Source: an optimization exercise on an open RTL-to-GDS flow (aim: small area and few clock cycles). Production flows keep margins and buffers that such runs may drop.
In this exercise RTL edits were held to simulation tests only and were not proved equivalent to the original.
No activity file was given, so power comes from the tool's default toggle rates.

before:
==> flow/design.v (excerpt) <==
module rwt_sample_pack #(
  parameter UWIDTH = 56
)(
  input               clk,
  input               aresetn,
  output              s_axi_ready,
  input               s_axi_valid,
  input [3:0]         s_axi_enables,
  input [63:0]        s_axi_data,
  input [UWIDTH-1:0]  s_axi_user,
  input               s_axi_last,
  input               m_axi_ready,
  output              m_axi_valid,
  output [63:0]       m_axi_data,
  output [UWIDTH-1:0] m_axi_user,
  output              m_axi_last
);
  wire        en_a = |s_axi_enables[1:0];
  wire        en_b = |s_axi_enables[3:2];
  wire        both = en_a & en_b;
  reg         out_valid;
  reg         hold_valid;
  reg [31:0]  out_hi;       
  reg [31:0]  out_lo;
  reg [UWIDTH-1:0] out_user;
  reg         out_last;     
  wire        free = ~out_valid | m_axi_ready;
  assign s_axi_ready = free;
  assign m_axi_valid = out_valid;
  assign m_axi_data  = {out_hi, out_lo};
  assign m_axi_user  = out_user;
  assign m_axi_last  = out_last;
  wire        lo_keep = ~free;
  wire        lo_a    = free & en_a;           
  wire        lo_b    = free & ~en_a;          
  wire        hi_load = free & ~hold_valid;
  wire        hi_keep = ~hi_load;
  wire        hi_a    = hi_load & en_a & ~en_b;
  ...
Size: ~270 cells after synthesis, about 4000 µm² of cells after synthesis.
==> flow/config.mk <==
export PLATFORM = sky130hd
export DESIGN_NAME = rwt_sample_pack
export DESIGN_NICKNAME = rwt_sample_pack
export VERILOG_FILES = /design/flow/design.v
export SDC_FILE = /design/flow/constraint.sdc
export NUM_CORES = 4
export LEC_CHECK = 0
export CAP_MARGIN = 20
export CORE_MARGIN = 2
export CORE_UTILIZATION = 35
export CTS_BUF_LIST = sky130_fd_sc_hd__clkbuf_4
export PLACE_DENSITY = 0.6
export SLEW_MARGIN = 20
==> flow/constraint.sdc <==
create_clock -name core_clock -period 4.0 [get_ports {clk}]
set_input_delay 0.8000 -clock core_clock [delete_from_list [all_inputs] [get_ports {clk}]]
set_output_delay 0.8000 -clock core_clock [all_outputs]
set_load 0.01 [all_outputs]
standard.sh (not shown) runs the stock make flow with config.mk's settings and CLKGATE_MAP_FILE= SYNTH_SCRIPT=/design/flow/synth_recipe.tcl, a recipe that flattens the netlist after the stock synthesis.
==> flow/flow/run.sh <==
#!/bin/bash
# The standard layout, with these changes:
# - synthesis is the standard one (synth_recipe.tcl, run by flow/synth.tcl)
#   except that ABC maps the combinational logic with flow/abc.script, an
#   area-oriented mapping (amap); the flip-flops are mapped before ABC runs,
#   so they are the standard synthesis's;
# - every port is buffered by the smallest buffer (sky130_fd_sc_hd__buf_1)
#   instead of the one buffer_ports picks by default;
# - the floorplan does not resize cells for timing estimated with wire-load
#   models (REMOVE_ABC_BUFFERS=1; ABC inserted no buffers to remove);
# - clock tree synthesis adds no dummy loads to balance the leaf buffers
#   (CTS_ARGS: the standard arguments plus -dont_use_dummy_load);
# - before the placement's repair_design, cells off the critical paths are
#   downsized (repair_timing -recover_power, flow/pre_resize.tcl).
set -euo pipefail
here=$(pwd)
bash standard.sh "SYNTH_SCRIPT=$here/flow/synth.tcl" \
  "FLOW_SYNTH_TCL=$here/synth_recipe.tcl" "MY_ABC_SCRIPT=$here/flow/abc.script" \
  "BUFFER_PORTS_ARGS=-buffer_cell sky130_fd_sc_hd__buf_1" \
  "PRE_RESIZE_TCL=$here/flow/pre_resize.tcl" REMOVE_ABC_BUFFERS=1 \
  "CTS_ARGS=-sink_clustering_enable -repair_clock_nets -dont_use_dummy_load -buf_list sky130_fd_sc_hd__clkbuf_4" \
  finish > make_finish.log 2>&1
==> flow/flow/abc.script <==
strash
dch -f
amap
topo
==> flow/flow/pre_resize.tcl <==
# Downsize cells off the critical paths before repair_design.
set_dont_use $::env(DONT_USE_CELLS)
estimate_parasitics -placement
repair_timing -verbose -recover_power 100
==> flow/flow/synth.tcl <==
# The standard synthesis (synth_recipe.tcl), with ABC's script replaced.
proc abc {args} {
  set i [lsearch -exact $args -script]
  if { $i >= 0 } {
    lset args [expr {$i + 1}] $::env(MY_ABC_SCRIPT)
  }
  puts "abc with script $::env(MY_ABC_SCRIPT)"
  yosys abc {*}$args
}
source $::env(FLOW_SYNTH_TCL)
Testbench counts of before, summed over its fixed seeds: cycles 26,703.
Inputs modified between before and after:
-- flow/flow/run.sh --
<<< before, line 19
  "BUFFER_PORTS_ARGS=-buffer_cell sky130_fd_sc_hd__buf_1" \
  "PRE_RESIZE_TCL=$here/flow/pre_resize.tcl" REMOVE_ABC_BUFFERS=1 \
  "CTS_ARGS=-sink_clustering_enable -repair_clock_nets -dont_use_dummy_load -buf_list sky130_fd_sc_hd__clkbuf_4" \
  finish > make_finish.log 2>&1
>>> after, line 19
  "BUFFER_PORTS_ARGS=-buffer_cell sky130_fd_sc_hd__buf_1" \
  "PRE_RESIZE_TCL=$here/flow/pre_resize.tcl" REMOVE_ABC_BUFFERS=1 \
  "CTS_ARGS=-sink_clustering_enable -repair_clock_nets -dont_use_dummy_load -buf_list sky130_fd_sc_hd__clkbuf_16 -sink_clustering_size 32 -sink_clustering_max_diameter 120" \
  finish > make_finish.log 2>&1
==> notes.md <==
- After detailed routing, before needs less wire than after.
- Compared with before, wire length of the first global-routing pass in after increased slightly.
- after — share of the cycle needed by the critical path after routing 2.3 points higher, before as reference
- When after is measured against before, its hold slack turns out 9.4 ps higher.

========
Starting RTL as in the previous note.
export LEC_CHECK = 0
export CAP_MARGIN = 20
export CORE_MARGIN = 2
export CORE_UTILIZATION = 35
export CTS_BUF_LIST = sky130_fd_sc_hd__clkbuf_4
export PLACE_DENSITY = 0.6
export SLEW_MARGIN = 20
create_clock -name core_clock -period 4.0 [get_ports {clk}]
==> flow/flow/run.sh <==
#!/bin/bash
# The standard layout, with these changes:
# - synthesis is the standard one (synth_recipe.tcl, run by flow/synth.tcl)
#   except that ABC maps the combinational logic with flow/abc.script, an
#   area-oriented mapping (amap); the flip-flops are mapped before ABC runs,
#   so they are the standard synthesis's;
# - every port is buffered by the smallest buffer (sky130_fd_sc_hd__buf_1)
#   instead of the one buffer_ports picks by default;
# - the floorplan does not resize cells for timing estimated with wire-load
#   models (REMOVE_ABC_BUFFERS=1; ABC inserted no buffers to remove);
# - before the placement's repair_design, cells off the critical paths are
#   downsized (repair_timing -recover_power, flow/pre_resize.tcl).
set -euo pipefail
here=$(pwd)
bash standard.sh "SYNTH_SCRIPT=$here/flow/synth.tcl" \
  "FLOW_SYNTH_TCL=$here/synth_recipe.tcl" "MY_ABC_SCRIPT=$here/flow/abc.script" \
  "BUFFER_PORTS_ARGS=-buffer_cell sky130_fd_sc_hd__buf_1" \
  "PRE_RESIZE_TCL=$here/flow/pre_resize.tcl" REMOVE_ABC_BUFFERS=1 finish > make_finish.log 2>&1
Scripts as last shown in full above: flow/flow/abc.script, flow/flow/pre_resize.tcl, flow/flow/synth.tcl
Testbench counts at the start, summed over its fixed seeds: cycles 26,703.
==> next run, changes <==
--- a/flow/flow/run.sh
+++ b/flow/flow/run.sh
@@ -10,0 +11,2 @@
+# - clock tree synthesis adds no dummy loads to balance the leaf buffers
+#   (CTS_ARGS: the standard arguments plus -dont_use_dummy_load);
@@ -18 +20,3 @@
-  "PRE_RESIZE_TCL=$here/flow/pre_resize.tcl" REMOVE_ABC_BUFFERS=1 finish > make_finish.log 2>&1
+  "PRE_RESIZE_TCL=$here/flow/pre_resize.tcl" REMOVE_ABC_BUFFERS=1 \
+  "CTS_ARGS=-sink_clustering_enable -repair_clock_nets -dont_use_dummy_load -buf_list sky130_fd_sc_hd__clkbuf_4" \
+  finish > make_finish.log 2>&1
Settings changed: CAP_MARGIN 20 to 5, CORE_UTILIZATION 35 to 45, PLACE_DENSITY 0.6 to 0.75, SLEW_MARGIN 20 to 5.
Effect: The changed run ran to the end with no violations. Routed wire length goes down by 3.6%. Global-route usage goes up by 3.7 points. Total power goes down by 14%. Clock skew goes up by 19 ps. Count of clock-buffer cells in the layout goes down by 1. Critical path depth goes down by 3. Utilization goes up by 12 points. Cell area goes down by 3.8%.
==> next run, changes <==
--- a/flow/flow/run.sh
+++ b/flow/flow/run.sh
@@ -21 +21 @@
-  "CTS_ARGS=-sink_clustering_enable -repair_clock_nets -dont_use_dummy_load -buf_list sky130_fd_sc_hd__clkbuf_4" \
+  "CTS_ARGS=-sink_clustering_enable -repair_clock_nets -dont_use_dummy_load -buf_list sky130_fd_sc_hd__clkbuf_8 -sink_clustering_size 16 -sink_clustering_max_diameter 60" \
Settings changed: CAP_MARGIN 5 to 20, CORE_UTILIZATION 45 to 35, PLACE_DENSITY 0.75 to 0.6, SLEW_MARGIN 5 to 20.
Outcome: The new run completed without violations. Final cell count grows by a few percent. Wire length went up by a few percent. Synthesized area stays the same. Worst setup slack is worse by 630 ps.
==> next run, changes <==
==> flow/flow/run.sh (replaced) <==
#!/bin/bash
# The standard layout, with two changes: every port is buffered by the
# smallest buffer (sky130_fd_sc_hd__buf_1) instead of the one buffer_ports
# picks by default, and before the placement's repair_design, cells off the
# critical paths are downsized (repair_timing -recover_power, in
# flow/pre_resize.tcl); repair_design then fixes any slew or load the
# downsizing broke.
set -euo pipefail
bash standard.sh "BUFFER_PORTS_ARGS=-buffer_cell sky130_fd_sc_hd__buf_1" \
  "PRE_RESIZE_TCL=$(pwd)/flow/pre_resize.tcl" finish > make_finish.log 2>&1
Settings changed: ABC_AREA set to 1.
removed: flow/flow/abc.script
removed: flow/flow/synth.tcl
After rerunning:
- fmax went up by about 34%
- total power went up by 6.8%
- core utilization went down by 0.58 points

========
Another version of the RTL of rwt_sample_pack (not shown whole).
Size: ~210 cells after synthesis, roughly 250 I/O pins.
==> flow/config.mk <==
export PLATFORM = sky130hd
export DESIGN_NAME = rwt_sample_pack
export DESIGN_NICKNAME = rwt_sample_pack
export VERILOG_FILES = /design/flow/design.v
export SDC_FILE = /design/flow/constraint.sdc
export NUM_CORES = 4
export LEC_CHECK = 0
export CAP_MARGIN = 20
export CORE_MARGIN = 2
export CORE_UTILIZATION = 35
export CTS_BUF_LIST = sky130_fd_sc_hd__clkbuf_4
export PLACE_DENSITY = 0.6
export SLEW_MARGIN = 20
==> flow/constraint.sdc <==
create_clock -name core_clock -period 4.0 [get_ports {clk}]
set_input_delay 0.8000 -clock core_clock [delete_from_list [all_inputs] [get_ports {clk}]]
set_output_delay 0.8000 -clock core_clock [all_outputs]
set_load 0.01 [all_outputs]
==> flow/flow/run.sh <==
#!/bin/bash
# The standard layout, with these changes: every port is buffered by the
# smallest buffer (sky130_fd_sc_hd__buf_1) instead of the one buffer_ports
# picks by default; before the placement's repair_design and again after
# global routing, cells off the critical paths are downsized
# (repair_timing -recover_power; flow/pre_resize.tcl and RECOVER_POWER), and
# after global routing repair_design fixes any slew or load the downsizing
# broke (flow/post_grt.tcl).
set -euo pipefail
bash standard.sh "BUFFER_PORTS_ARGS=-buffer_cell sky130_fd_sc_hd__buf_1" \
  "PRE_RESIZE_TCL=$(pwd)/flow/pre_resize.tcl" RECOVER_POWER=100 \
  "POST_GLOBAL_ROUTE_TCL=$(pwd)/flow/post_grt.tcl" finish > make_finish.log 2>&1
==> flow/flow/post_grt.tcl <==
# Fix any slew or load the power recovery broke, then legalise and reroute.
global_route -start_incremental
repair_design -verbose -slew_margin $::env(SLEW_MARGIN) -cap_margin $::env(CAP_MARGIN)
detailed_placement
global_route -end_incremental
estimate_parasitics -global_routing
Scripts as last shown in full above: flow/flow/pre_resize.tcl
Testbench counts at the start, summed over its fixed seeds: cycles 26,703.
Then changed:
==> flow/flow/run.sh (replaced) <==
#!/bin/bash
# The standard layout, with two changes: every port is buffered by the
# smallest buffer (sky130_fd_sc_hd__buf_1) instead of the one buffer_ports
# picks by default, and after global routing cells off the critical paths are
# downsized (repair_timing -recover_power).
set -euo pipefail
bash standard.sh "BUFFER_PORTS_ARGS=-buffer_cell sky130_fd_sc_hd__buf_1" RECOVER_POWER=100 finish > make_finish.log 2>&1
removed: flow/flow/post_grt.tcl
removed: flow/flow/pre_resize.tcl
What happened:
- With this change the flow ran to the end with violations: max-capacitance violations, max-slew violations
- count of clock-buffer cells in the layout is unchanged
- area after synthesis is unchanged
- cell count shrinks by 0.60%
- via count hardly moves
- worst setup slack improves by 130 ps
- worst hold slack stays flat
- global-route usage shrinks by 0.43 points
- routed wire length is about the same
- core utilization shrinks by 0.65 points

========
## build 57
Starting RTL as in the previous note.
Design rwt_sample_pack, start of the top module:
module rwt_sample_pack #(
  parameter UWIDTH = 56
)(
  input               clk,
  input               aresetn,
  output              s_axi_ready,
  input               s_axi_valid,
  input [3:0]         s_axi_enables,
  input [63:0]        s_axi_data,
  input [UWIDTH-1:0]  s_axi_user,
  input               s_axi_last,
  input               m_axi_ready,
  output              m_axi_valid,
  output [63:0]       m_axi_data,
  output [UWIDTH-1:0] m_axi_user,
  output              m_axi_last
);
export LEC_CHECK = 0
export CAP_MARGIN = 5
export CORE_MARGIN = 2
export CORE_UTILIZATION = 35
export CTS_BUF_LIST = sky130_fd_sc_hd__clkbuf_4
export PLACE_DENSITY = 0.6
export SLEW_MARGIN = 5
create_clock -name core_clock -period 4.0 [get_ports {clk}]
==> flow/flow/run.sh <==
#!/bin/bash
# The standard layout, with two changes: every port is buffered by the
# smallest buffer (sky130_fd_sc_hd__buf_1) instead of the one buffer_ports
# picks by default, and before the placement's repair_design, cells off the
# critical paths are downsized (repair_timing -recover_power, in
# flow/pre_resize.tcl); repair_design then fixes any slew or load the
# downsizing broke.
set -euo pipefail
bash standard.sh "BUFFER_PORTS_ARGS=-buffer_cell sky130_fd_sc_hd__buf_1" \
  "PRE_RESIZE_TCL=$(pwd)/flow/pre_resize.tcl" finish > make_finish.log 2>&1
==> flow/flow/pre_resize.tcl <==
# Downsize cells off the critical paths before repair_design.
set_dont_use $::env(DONT_USE_CELLS)
estimate_parasitics -placement
repair_timing -verbose -recover_power 100
Every stage of the flow completed for build 57, and the final layout passed the timing, design-rule and antenna checks.
Testbench counts of build 57, summed over its fixed seeds: cycles 26,703.
For build 63, these inputs were changed with respect to build 57:
Settings: swapping 5 for 20 in SLEW_MARGIN; putting ABC_AREA at 1 where nothing was set; swapping 5 for 20 in CAP_MARGIN.
==> flow/flow/run.sh <==
#!/bin/bash
# The standard layout, with every port buffered by the smallest buffer
# (sky130_fd_sc_hd__buf_1) instead of the one buffer_ports picks by default.
set -euo pipefail
bash standard.sh "BUFFER_PORTS_ARGS=-buffer_cell sky130_fd_sc_hd__buf_1" finish > make_finish.log 2>&1
removed: flow/flow/pre_resize.tcl
==> notes.md <==
Build 63 finished all stages; the layout is clean. in -> out as the critical path class was reported by build 57, and reg -> out by build 63. Largest family of logic cells by synthesized area: compound AO/OA/AOI/OAI gates -> build 63, multiplexers -> build 57. On build 63: via count of the routed design is 440 higher than what build 57 gave. Diff build 57 -> build 63 | wire length on met2 | up by a little under 10%. | design area | higher: build 63 |. The final reports for build 63 and build 57 show sum of internal, switching and leakage power higher in the former. The number of multi-input combinational cells in the layout of build 63 exceeds that of build 57 by about 90%. Synthesized-area fraction occupied by and/or/nand/nor cells was higher in build 63 than in build 57. Taking build 57 over build 63, the synthesized cell count ratio works out to 0.65.
The following lists how build 86 was set up differently from build 63:
Settings: a deleted ABC_AREA that had been 1.
==> flow/flow/run.sh <==
#!/bin/bash
# The standard layout, with two changes: every port is buffered by the
# smallest buffer (sky130_fd_sc_hd__buf_1) instead of the one buffer_ports
# picks by default, and before the placement's repair_design, cells off the
# critical paths are downsized (repair_timing -recover_power, in
# flow/pre_resize.tcl); repair_design then fixes any slew or load the
# downsizing broke.
set -euo pipefail
bash standard.sh "BUFFER_PORTS_ARGS=-buffer_cell sky130_fd_sc_hd__buf_1" \
  "PRE_RESIZE_TCL=$(pwd)/flow/pre_resize.tcl" finish > make_finish.log 2>&1
==> flow/flow/pre_resize.tcl (new file) <==
# Downsize cells off the critical paths before repair_design.
set_dont_use $::env(DONT_USE_CELLS)
estimate_parasitics -placement
repair_timing -verbose -recover_power 100
Findings:
Build 86 closes out successfully: all stages finished, all timing, DRC and antenna checks passed.
Between build 63 and build 86, the internal cell power figures differ only marginally.
The layout overhead on the synthesized area of build 86 exceeds that of build 63 by 0.83 points.
Taking build 63 as the reference, in build 86 last weighted congestion value of the routability-driven placer saw a decrease; number of standard-cell rows in the floorplan essentially unchanged; average footprint of a synthesized cell rose 51%; cell count after synthesis now smaller; via count shows a reduction of 12%.
Between build 86 and build 63, it is build 86 whose sequential fraction of the synthesis area is higher, by 2.2 points.
The non-clock buffer count number comes out higher for build 86 vs build 63.
Build 86 does better than build 63 on standby leakage power.
## Diff of input files: build 21 against build 86
Settings: changing CORE_UTILIZATION from 35 to 50; changing PLACE_DENSITY from 0.6 to 0.8.
Results
- For build 21 and build 86, there was not a single run that failed to finish clean.
- Build 21: slack of the critical path is 0.12 ns lower than what build 86 reported.
- Diff build 86 -> build 21 | final area | down slightly
- [compare] base=build 86 new=build 21: cell total after placement decreased by 64 relative to the old numbers, portion of the clock cycle consumed by the worst path in the final layout increased by 2.9 points relative to the old numbers, area after detailed placement decreased by about 1.1% relative to the old numbers.
- Build 21 vs. build 86: wire length went up by 1.1%.
- Comparing build 86 against build 21, there is no change at all in number of buffers created by CTS.
- Looking at build 21 and build 86, the count of mapped cells out of synthesis is a wash.
- Compared with build 86, in build 21 non-clock buffer count increased about 0.4%, worst hold slack rose 0.023 ns.

## static timing again, ports no longer ideal
The flow's constraints put no driver on any port. The routed layouts listed below were extracted and timed again, unchanged, in two steps. Step 1 (the two cells are an assumption about what drives the block):
set clk [get_ports {clk}]
set_driving_cell -lib_cell sky130_fd_sc_hd__clkbuf_16 $clk
set_driving_cell -lib_cell sky130_fd_sc_hd__buf_2 [delete_from_list [all_inputs] $clk]
Step 2 times the ports against the registers' clock, not the clock port: input delays grow and output delays shrink by t, the midpoint of the rising clock arrivals with the driver on. Slacks: ideal ports / drivers / drivers and shift; pairs: ideal ports / drivers.
run	t (ns)	setup slack, ns	worst setup path at the end	worst register clock-pin slew, ns	cell pins on the clock port's net
before	0.531	1.008 / 1.010 / 0.488	input to register	0.11 / 0.11	1
after	0.430	0.916 / 0.932 / 0.502	input to register	0.05 / 0.05	1
the first run of note 2	0.550	1.019 / 1.019 / 0.506	input to register	0.11 / 0.11	1
the second run of note 2	0.483	1.582 / 1.558 / 1.105	input to register	0.12 / 0.12	1
the third run of note 2	0.449	0.947 / 0.960 / 0.511	input to register	0.07 / 0.07	1
the fourth run of note 2	0.546	1.724 / 1.696 / 1.194	input to register	0.11 / 0.11	1
the first run of note 3	0.533	1.265 / 1.277 / 0.744	input to register	0.12 / 0.12	1
the second run of note 3	0.527	1.390 / 1.399 / 0.872	input to register	0.12 / 0.12	1
build 57	0.552	1.643 / 1.621 / 1.480	input to register	0.12 / 0.12	1
build 63	0.546	1.337 / 1.303 / 1.353	input to output	0.12 / 0.12	1
build 86	0.544	1.650 / 1.629 / 1.484	input to register	0.12 / 0.12	1
build 21	0.514	1.533 / 1.512 / 1.454	input to register	0.12 / 0.12	1
For the fourth run of note 2, which loses most, drivers alone change the setup slack by -0.028 ns; drivers and shift together by -0.530 ns.
